This design comes from an exercise in tuning for small area, a short achievable clock period and few clock cycles per item on the open sky130 flow, not from production work.
Only simulation tests tie the RTL to the original design; equivalence was not proved.
Power figures rest on the tool's default switching activity, not on a simulated workload.

// mul
module mul (
    input wire clk,
    input wire reset,
    input wire rd_en,
    input wire wr_en,
    input wire [31:0] wr_data_1,
    input wire [31:0] wr_data_2,
    output wire [63:0] rd_data,
    output reg wr_ready,
    output reg rd_ready,
    output reg rd_val
);
Size: ~3200 cells after synthesis, roughly 390 flip-flops, about 140 I/O pins, about 36000 sq um of cells after synthesis.
Settings: LEC_CHECK=0, ABC_AREA=1, CAP_MARGIN=20, CORE_MARGIN=2, CORE_UTILIZATION=40, CTS_CLUSTER_DIAMETER=110, CTS_CLUSTER_SIZE=22, PLACE_DENSITY=0.75, SLEW_MARGIN=20, SYNTH_HIERARCHICAL=1; clock period 11.0 ns.
standard.sh (not shown) runs the stock make flow with config.mk's settings and CLKGATE_MAP_FILE= SYNTH_SCRIPT=/design/flow/synth_recipe.tcl, a recipe that flattens the netlist after the stock synthesis.
==> flow/flow/run.sh <==
#!/bin/bash
set -euo pipefail
MARGIN=7.5
bash standard.sh SETUP_SLACK_MARGIN=$MARGIN \
  "BUFFER_PORTS_ARGS=-buffer_cell sky130_fd_sc_hd__buf_2" \
  finish > standard_flow.log 2>&1
The baseline finished with timing, DRC and antenna clean.
Testbench counts at the start, summed over its fixed seeds: cycles 536, items 512.
==> next run, changes <==
CAP_MARGIN = 5   (was 20)
PLACE_DENSITY = default   (was 0.75)
SLEW_MARGIN = 5   (was 20)
What happened: The changed run completed without violations; fmax is higher by 1.6%; sequential share of layout area hardly moves; via count shrinks by 4.8%; first-iteration DRC count falls by 31%; routed wire length came out higher by 3.4%; clock power came out higher by 4.1%.
==> next run, changes <==
CAP_MARGIN = 20   (was 5)
CTS_CLUSTER_DIAMETER = 120   (was 110)
CTS_CLUSTER_SIZE = 26   (was 22)
SLEW_MARGIN = 20   (was 5)
Design area came out lower by 0.34%.
Via count is about the same.
First-iteration DRC count came out higher by 1.1%.
Routed wire length came out lower by 0.63%.
==> next run, changes <==
--- a/flow/flow/run.sh
+++ b/flow/flow/run.sh
@@ -2,3 +2,3 @@
 set -euo pipefail
-MARGIN=7.5
+MARGIN=7.56
 bash standard.sh SETUP_SLACK_MARGIN=$MARGIN \
CTS_CLUSTER_DIAMETER = 110   (was 120)
CTS_CLUSTER_SIZE = 22   (was 26)
=> The changed run passed the timing, DRC and antenna checks; total power goes up slightly; setup slack is better by 0.053 ns; via count is about the same; routed wire length barely changes; combinational power stays flat; fmax goes up slightly; hold slack barely changes; synthesized cell count stays the same; die area is unchanged; register-to-register slack is better by 0.05 ns.
==> next run, changes <==
--- a/flow/flow/run.sh
+++ b/flow/flow/run.sh
@@ -2,3 +2,3 @@
 set -euo pipefail
-MARGIN=7.56
+MARGIN=7.44
 bash standard.sh SETUP_SLACK_MARGIN=$MARGIN \
After rerunning:
- final area goes down by 1.2%
- synthesized area stays the same
- worst hold slack barely changes
- register-to-register slack gets worse by 0.11 ns
- cell count stays flat

---

job 101:
Another version of the RTL of mul (not shown whole).
Size: about 3200 cells after synthesis, ~140 I/O pins, about 36000 sq um of cells after synthesis.
// mul
module mul (
    input wire clk,
    input wire reset,
    input wire rd_en,
    input wire wr_en,
    input wire [31:0] wr_data_1,
    input wire [31:0] wr_data_2,
    output wire [63:0] rd_data,
    output reg wr_ready,
    output reg rd_ready,
    output reg rd_val
);
clock: 11.0 ns
lec_check: 0
abc_area: 1
cap_margin: 20
core_margin: 2
core_utilization: 50
slew_margin: 20
synth_hierarchical: 1
==> flow/flow/run.sh <==
#!/bin/bash
set -euo pipefail
MARGIN=7.5
bash standard.sh SETUP_SLACK_MARGIN=$MARGIN \
  "BUFFER_PORTS_ARGS=-buffer_cell sky130_fd_sc_hd__buf_2" \
  finish > standard_flow.log 2>&1
Testbench counts of job 101, summed over its fixed seeds: cycles 536, items 512.
Modified inputs, job 102 compared to job 101
- setting CTS_CLUSTER_DIAMETER to 150 for the first time
- setting CTS_CLUSTER_SIZE to 30 for the first time
- changing CORE_UTILIZATION from 50 to 40
[summary]
- Job 102 — worst voltage drop across the vdd grid 16% lower, job 101 as reference
- Sort job 102 and job 101 by proportion of cell area spent on the clock network, ascending, and job 102 comes first.
- Job 102 vs job 101: delay of the slowest critical-path stage up
- Going from job 101 to job 102, site row count rose 11, tap cell count rose about 23%, tightest slew margin relative to the limit rose 18 points.
- In job 102, number of setup buffers added after CTS is lower than in job 101.
- Of job 102 and job 101, job 102 shows the lower wire length after detailed routing, with job 101 above it.
- Reported for job 102 and job 101, share of async-settable or async-resettable flops after synthesis turned out identical to the last digit.
- Side by side, chip height turned out higher in job 102 than in job 101.

---

## job 5977
mul with an RTL version that a note above also has.
Size in the first run: about 3200 cells after synthesis, about 390 flip-flops, roughly 140 I/O pins, about 36000 sq um of cells after synthesis.
Settings: LEC_CHECK=0, ABC_AREA=1, CAP_MARGIN=20, CORE_MARGIN=2, CORE_UTILIZATION=40, CTS_CLUSTER_DIAMETER=110, CTS_CLUSTER_SIZE=22, SLEW_MARGIN=20, SYNTH_HIERARCHICAL=1; clock period 11.0 ns.
Scripts as last shown in full above: flow/flow/run.sh
Testbench counts of job 5977, summed over its fixed seeds: cycles 536, items 512.
Input-level comparison between job 8543 and job 5977:
-- flow/config.mk --
<<< job 5977, line 10
export CORE_MARGIN = 2
export CORE_UTILIZATION = 40
export CTS_CLUSTER_DIAMETER = 110
export CTS_CLUSTER_SIZE = 22
export SLEW_MARGIN = 20
export SYNTH_HIERARCHICAL = 1
>>> job 8543, line 10
export CORE_MARGIN = 2
export CORE_UTILIZATION = 40
export CTS_CLUSTER_DIAMETER = 100
export CTS_CLUSTER_SIZE = 20
export SLEW_MARGIN = 20
export SYNTH_HIERARCHICAL = 1
==> run notes <==
- Job 8543 and job 5977 ended up with roughly the same share of total power in combinational logic.
- Across both runs, minimum clock period after layout was higher for job 8543 than for job 5977.
- The sequential share of cell area was comparable across job 5977 and job 8543.
- Synthesis-to-layout area growth: job 8543 vs job 5977, no meaningful difference
- Summary of job 8543 over job 5977: layout clock buffer count went up; hold slack now sits at about the same level.
- Delta (job 8543 minus job 5977): cell area after layout ~0 delta; power density of the placed cells +0.73%.
The inputs of job 4725 differ from those of job 8543 as listed below.
-- flow/config.mk --
<<< job 8543, line 10
export CORE_MARGIN = 2
export CORE_UTILIZATION = 40
export CTS_CLUSTER_DIAMETER = 100
export CTS_CLUSTER_SIZE = 20
export SLEW_MARGIN = 20
export SYNTH_HIERARCHICAL = 1
>>> job 4725, line 10
export CORE_MARGIN = 2
export CORE_UTILIZATION = 40
export CTS_CLUSTER_DIAMETER = 110
export CTS_CLUSTER_SIZE = 22
export PLACE_DENSITY = 0.5
export SLEW_MARGIN = 20
export SYNTH_HIERARCHICAL = 1
--- outcome ---
Looking at worst setup slack, job 4725 sits below job 8543.
Taking job 8543 as the reference point, the global-route track usage on met2 of job 4725 rises by 3.5 points.
Final-layout clock-cell area share essentially unchanged between job 4725 and job 8543.
In the metrics for job 4725 and job 8543, the one carrying the higher design area is job 4725.
Going from job 8543 to job 4725, clock buffer count in the final layout held steady, placed instance count flat, routed wire length on met2 rose by 4500 microns.
For job 227, these inputs were changed with respect to job 4725:
-- flow/config.mk --
<<< job 4725, line 12
export CTS_CLUSTER_DIAMETER = 110
export CTS_CLUSTER_SIZE = 22
export PLACE_DENSITY = 0.5
export SLEW_MARGIN = 20
export SYNTH_HIERARCHICAL = 1
>>> job 227, line 12
export CTS_CLUSTER_DIAMETER = 110
export CTS_CLUSTER_SIZE = 22
export SLEW_MARGIN = 20
export SYNTH_HIERARCHICAL = 1
export TNS_END_PERCENT = 10
[summary]
Cell depth of the worst setup path (higher): job 4725
Min worst-case reg-to-reg path depth across job 227 and job 4725: job 227
Compared to job 4725, job 227 has worst setup slack after placement 0.32 ns lower.
Going from job 4725 to job 227, global-route usage over all layers went down 1.9 points; share of the cycle needed by the critical path after routing moved up; non-clock buffer count now larger; wire length of the first global-routing pass lost 6.8%.
Relative to job 4725, fraction of met2 tracks used by global routing decreased by 3.9 points in job 227.

re-timing with driven ports:
How much do the figures lean on ideal ports? The routed layouts below were timed once more, with nothing changed but the port constraints. Step 1 sets driving cells, clkbuf_16 on the clock port and buf_2 on the other inputs (assumed; they add their load-dependent delay and slew). Step 2 also shifts input and output timing later by t, the mid clock arrival at the registers, as if the neighbouring blocks saw the same clock. Slacks: no drivers / after step 1 / after step 2; pairs: no drivers / after step 1.
| run | shift t [ns] | setup slack, ns | latest minus earliest clock arrival (ns) |
|---|---|---|---|
| the first run of note 1 | 0.651 | 7.462 / 7.462 / 7.220 | 0.022 / 0.023 |
| the second run of note 1 | 0.655 | 7.517 / 7.517 / 6.969 | 0.031 / 0.031 |
| the third run of note 1 | 0.651 | 7.496 / 7.496 / 7.051 | 0.035 / 0.035 |
| the fourth run of note 1 | 0.653 | 7.549 / 7.539 / 7.168 | 0.033 / 0.033 |
| the fifth run of note 1 | 0.656 | 7.441 / 7.418 / 7.026 | 0.034 / 0.034 |
| job 101 | 0.667 | 7.470 / 7.470 / 7.186 | 0.020 / 0.019 |
| job 102 | 0.625 | 7.485 / 7.439 / 7.103 | 0.046 / 0.046 |
| job 5977 | 0.653 | 7.537 / 7.537 / 7.040 | 0.031 / 0.031 |
| job 8543 | 0.658 | 7.509 / 7.509 / 7.047 | 0.034 / 0.034 |
| job 4725 | 0.684 | 7.505 / 7.505 / 6.998 | 0.042 / 0.041 |
| job 227 | 0.667 | 7.433 / 7.370 / 6.992 | 0.030 / 0.029 |
After both steps every run listed still meets setup and hold. For the second run of note 1, which loses most, drivers alone change the setup slack by 0.000 ns; drivers and shift together by -0.548 ns.
